Source: an optimization exercise on an open RTL-to-GDS flow (aim: small area). Production flows keep margins and buffers that such runs may drop.
Only simulation tests tie the RTL to the original design; equivalence was not proved.

// snn_top
module snn_top #(
    parameter int ECG_WIDTH          = 11,   
    parameter int DM_STEP_SIZE       = 4,    
    parameter int NUM_HIDDEN_LAYERS  = 4,
    parameter int NEURONS_PER_LAYER  = 8,
    parameter int NEURON_WIDTH       = 16,   
    parameter int NEURON_FRAC_WIDTH  = 8,    
    parameter int CURRENT_WIDTH      = 16,
    parameter int CURRENT_FRAC_WIDTH = 1,
    parameter int WEIGHT_WIDTH       = 8,
    parameter int NUM_TIMESTEPS      = 10,   
    parameter logic signed [31:0] MATCH_THRESHOLD = 32'h0001_0000
)(
    input  logic                                        clk,
    input  logic                                        rst_n,
    input  logic [ECG_WIDTH-1:0]                        ecg_in,
    input  logic                                        inference_start,
    output logic                                        inference_done,
    output logic                                        match,
    output logic [1:0]                                  dm_spike_raster,  
    output logic [NUM_HIDDEN_LAYERS*NEURONS_PER_LAYER-1:0] spike_raster,
    output logic signed [31:0]                          prediction,
    input  logic                                        weight_en,
    input  logic [$clog2(NEURONS_PER_LAYER)-1:0]        weight_addr,
    input  logic signed [NEURON_WIDTH-1:0]              weight_data
);
For scale: about 3600 cells after synthesis, about 100 I/O pins, roughly 45000 um2 of cells after synthesis.
export LEC_CHECK = 0
export CAP_MARGIN = 10
export CORE_MARGIN = 2
export CORE_UTILIZATION = 65
export CTS_BUF_LIST = sky130_fd_sc_hd__clkbuf_8
export CTS_CLUSTER_DIAMETER = 70
export CTS_CLUSTER_SIZE = 16
export PLACE_DENSITY = 0.75
export SLEW_MARGIN = 10
create_clock -name core_clock -period 14.0 [get_ports {clk}]
standard.sh (not shown) runs the stock make flow with config.mk's settings and CLKGATE_MAP_FILE= SYNTH_SCRIPT=/design/flow/synth_recipe.tcl, a recipe that flattens the netlist after the stock synthesis.
==> flow/flow/run.sh <==
#!/bin/bash
# Layout: the standard flow (standard.sh), with these changes:
#  - after the standard synthesis, flow/polarity.py chooses the polarity of
#    each full-adder cell so that fewer inverters are needed between adders,
#    then flow/reabc.sh re-maps the other combinational logic with ABC
#    (combinational cells only; every register is left as synthesized);
#  - the input and output port buffers are the smallest buffer cell (buf_1)
#    rather than the delay buffer the flow picks by default;
#  - clock tree synthesis runs without dummy loads (CTS_ARGS repeats the
#    flow's CTS settings from config.mk and adds -dont_use_dummy_load).
# Each step writes its full output to its own log file in this folder.
set -euo pipefail
export BUFFER_PORTS_ARGS="-buffer_cell sky130_fd_sc_hd__buf_1"
export CTS_ARGS="-sink_clustering_enable -repair_clock_nets -sink_clustering_size 16 -sink_clustering_max_diameter 70 -buf_list sky130_fd_sc_hd__clkbuf_8 -dont_use_dummy_load"
R=orfs/results/sky130hd/snn_top/base
bash standard.sh synth > standard_synth.log 2>&1
cp "$R/1_2_yosys.v" 1_2_yosys.standard.v
python3 flow/polarity.py 1_2_yosys.standard.v 1_2_yosys.polarity.v --remap > polarity.log 2>&1
bash flow/reabc.sh 1_2_yosys.polarity.v "$R/1_2_yosys.v" > reabc.log 2>&1
touch "$R/1_2_yosys.v"
bash standard.sh > standard_flow.log 2>&1
Other scripts of this flow, unchanged in this note and not shown: flow/flow/polarity.py, flow/flow/reabc.sh
==> next run, changes <==
--- a/flow/design.v
+++ b/flow/design.v
@@ -22,45 +22,41 @@
     assign up   = !diff[11] && ((|diff[10:3]) || (diff[2] && (diff[1] || diff[0])));
     assign down = lt4 || (diff[11] && (!(&diff[10:3]) || !diff[2]));
     logic [8:0] step_hi;
     logic unused1;
     rca #(.W(9)) u_step (
         .a(signal[10:2]), .b({9{~up}}), .cin(up), .s(step_hi), .cout(unused1)
     );
     logic [10:0] next_up, next_down;
     assign next_up   = (&signal[10:2]) ? 11'h7ff : {step_hi, signal[1:0]};
     assign next_down = lt4 ? 11'h000 : {step_hi, signal[1:0]};
-    always_ff @(posedge clk) begin
-        if (!init)
-            signal <= ecg_in;
-        else if (!last_cycle_spiked && up)
-            signal <= next_up;
-        else if (!last_cycle_spiked && down)
-            signal <= next_down;
-    end
     always_ff @(posedge clk or negedge rst_n) begin
         if (!rst_n) begin
+            signal <= '0;
             dm_spike_out <= 2'b00;
             init <= 1'b0;
             last_cycle_spiked <= 1'b0;
         end else begin
             dm_spike_out <= 2'b00;
             if (!init) begin
+                signal <= ecg_in;
                 init <= 1'b1;
             end else if (last_cycle_spiked) begin
                 last_cycle_spiked <= 1'b0;
             end else if (up) begin
                 dm_spike_out[0] <= 1'b1;
                 last_cycle_spiked <= 1'b1;
+                signal <= next_up;
             end else if (down) begin
                 dm_spike_out[1] <= 1'b1;
                 last_cycle_spiked <= 1'b1;
+                signal <= next_down;
             end
         end
     end
 endmodule
 module aer_input2 (
     input  logic       clk,
     input  logic       rst_n,
     input  logic       step_rst,
     input  logic [1:0] spike_vec,
     output logic [1:0] serviced,
@@ -81,22 +77,24 @@
     end
 endmodule
 module aer_hidden_busy (
     input  logic        clk,
     input  logic        rst_n,
     input  logic        step_rst,
     input  logic [23:0] spike_vec,    
     output logic        busy
 );
     logic [3:0] served;    
-    always_ff @(posedge clk) begin
-        if (step_rst)
+    always_ff @(posedge clk or negedge rst_n) begin
+        if (!rst_n)
+            served <= '0;
+        else if (step_rst)
             served <= '0;
         else if (!served[3])
             served <= served + 4'd1;
     end
     logic [3:0] cnt [3];
     generate
         for (genvar l = 0; l < 3; l++) begin : pc
             popcount8 u_pc (.v(spike_vec[8*l +: 8]), .n(cnt[l]));
         end
     endgenerate
@@ -2821,22 +2819,24 @@
             assign head[L] = ring[L][0];
             always_ff @(posedge clk) begin
                 for (int i = 0; i < NEURONS_PER_LAYER-1; i++)
                     ring[L][i] <= ring[L][i+1];
                 ring[L][NEURONS_PER_LAYER-1] <= !pass ? ring[L][0] :
                                                 zmode ? 16'sd0 : upd[L];
             end
         end
     endgenerate
     logic [1:0] s_lat;      
-    always_ff @(posedge clk) begin
-        if (neuron_en)
+    always_ff @(posedge clk or negedge rst_n) begin
+        if (!rst_n)
+            s_lat <= '0;
+        else if (neuron_en)
             s_lat <= in_serviced;
     end
     logic signed [10:0] itab [4][NEURONS_PER_LAYER];
     logic [7:0]         qtab [4][NEURONS_PER_LAYER];
     generate
         for (genvar n = 0; n < NEURONS_PER_LAYER; n++) begin : gen_l0_tab
             localparam int W0 = $signed(INPUT_WEIGHTS_FLAT[16*n +: 8]);
             localparam int W1 = $signed(INPUT_WEIGHTS_FLAT[16*n + 8 +: 8]);
             assign itab[0][n] = 11'sd0;
             assign itab[1][n] = 11'(W0);
@@ -2960,25 +2960,25 @@
                 output_start = 1'b1;
                 if (output_done) state_next = S_DONE;
             end
             S_DONE: begin
                 inference_done = 1'b1;
                 state_next     = S_IDLE;
             end
             default: state_next = S_IDLE;
         endcase
     end
-    always_ff @(posedge clk)
-        timestep <= timestep_next;
     always_ff @(posedge clk or negedge rst_n) begin
         if (!rst_n) begin
             state    <= S_IDLE;
+            timestep <= '0;
             output_done_seen <= 1'b0;
         end else begin
             state    <= state_next;
+            timestep <= timestep_next;
             if (state == S_SAMPLE)
                 output_done_seen <= 1'b0;
             else if (state == S_PROCESS && output_done)
                 output_done_seen <= 1'b1;
         end
     end
 endmodule
Final cell count is higher slightly.
Die area rose slightly.
Via count drops slightly.
Wire length grows slightly.
First-iteration DRC count shrinks by a few percent.
Non-clock buffer count falls by 3.
Design area rose slightly.
Count of clock-buffer cells in the layout went up by 1.

==> what the ideal ports hide <==
The results above use ideal ports. As a check the final layouts listed here were re-extracted and re-timed, cells and wires unchanged. Step 1 (the two cells are an assumption about what drives the block):
set clk [get_ports {clk}]
set_driving_cell -lib_cell sky130_fd_sc_hd__clkbuf_16 $clk
set_driving_cell -lib_cell sky130_fd_sc_hd__buf_2 [delete_from_list [all_inputs] $clk]
Step 2, shift: input delay + t, output delay - t, t = (earliest + latest rising clock arrival at the registers) / 2. This alone moves slack from input paths to output paths. a / b / c = no drivers / after step 1 / after step 2; a / b = the first two.
| run | t (ns) | slack for setup (ns) | hold slack, ns | worst setup path at the end | worst data-port slew with drivers (ns) |
|---|---|---|---|---|---|
| the first run | 0.725 | 2.037 / 2.037 / 2.037 | 0.295 / 0.295 / 0.295 | register to register | 0.07 |
| the second run | 0.717 | 0.789 / 0.789 / 0.789 | 0.274 / 0.274 / 0.274 | register to register | 0.11 |
After both steps setup and hold are still met in every run listed.
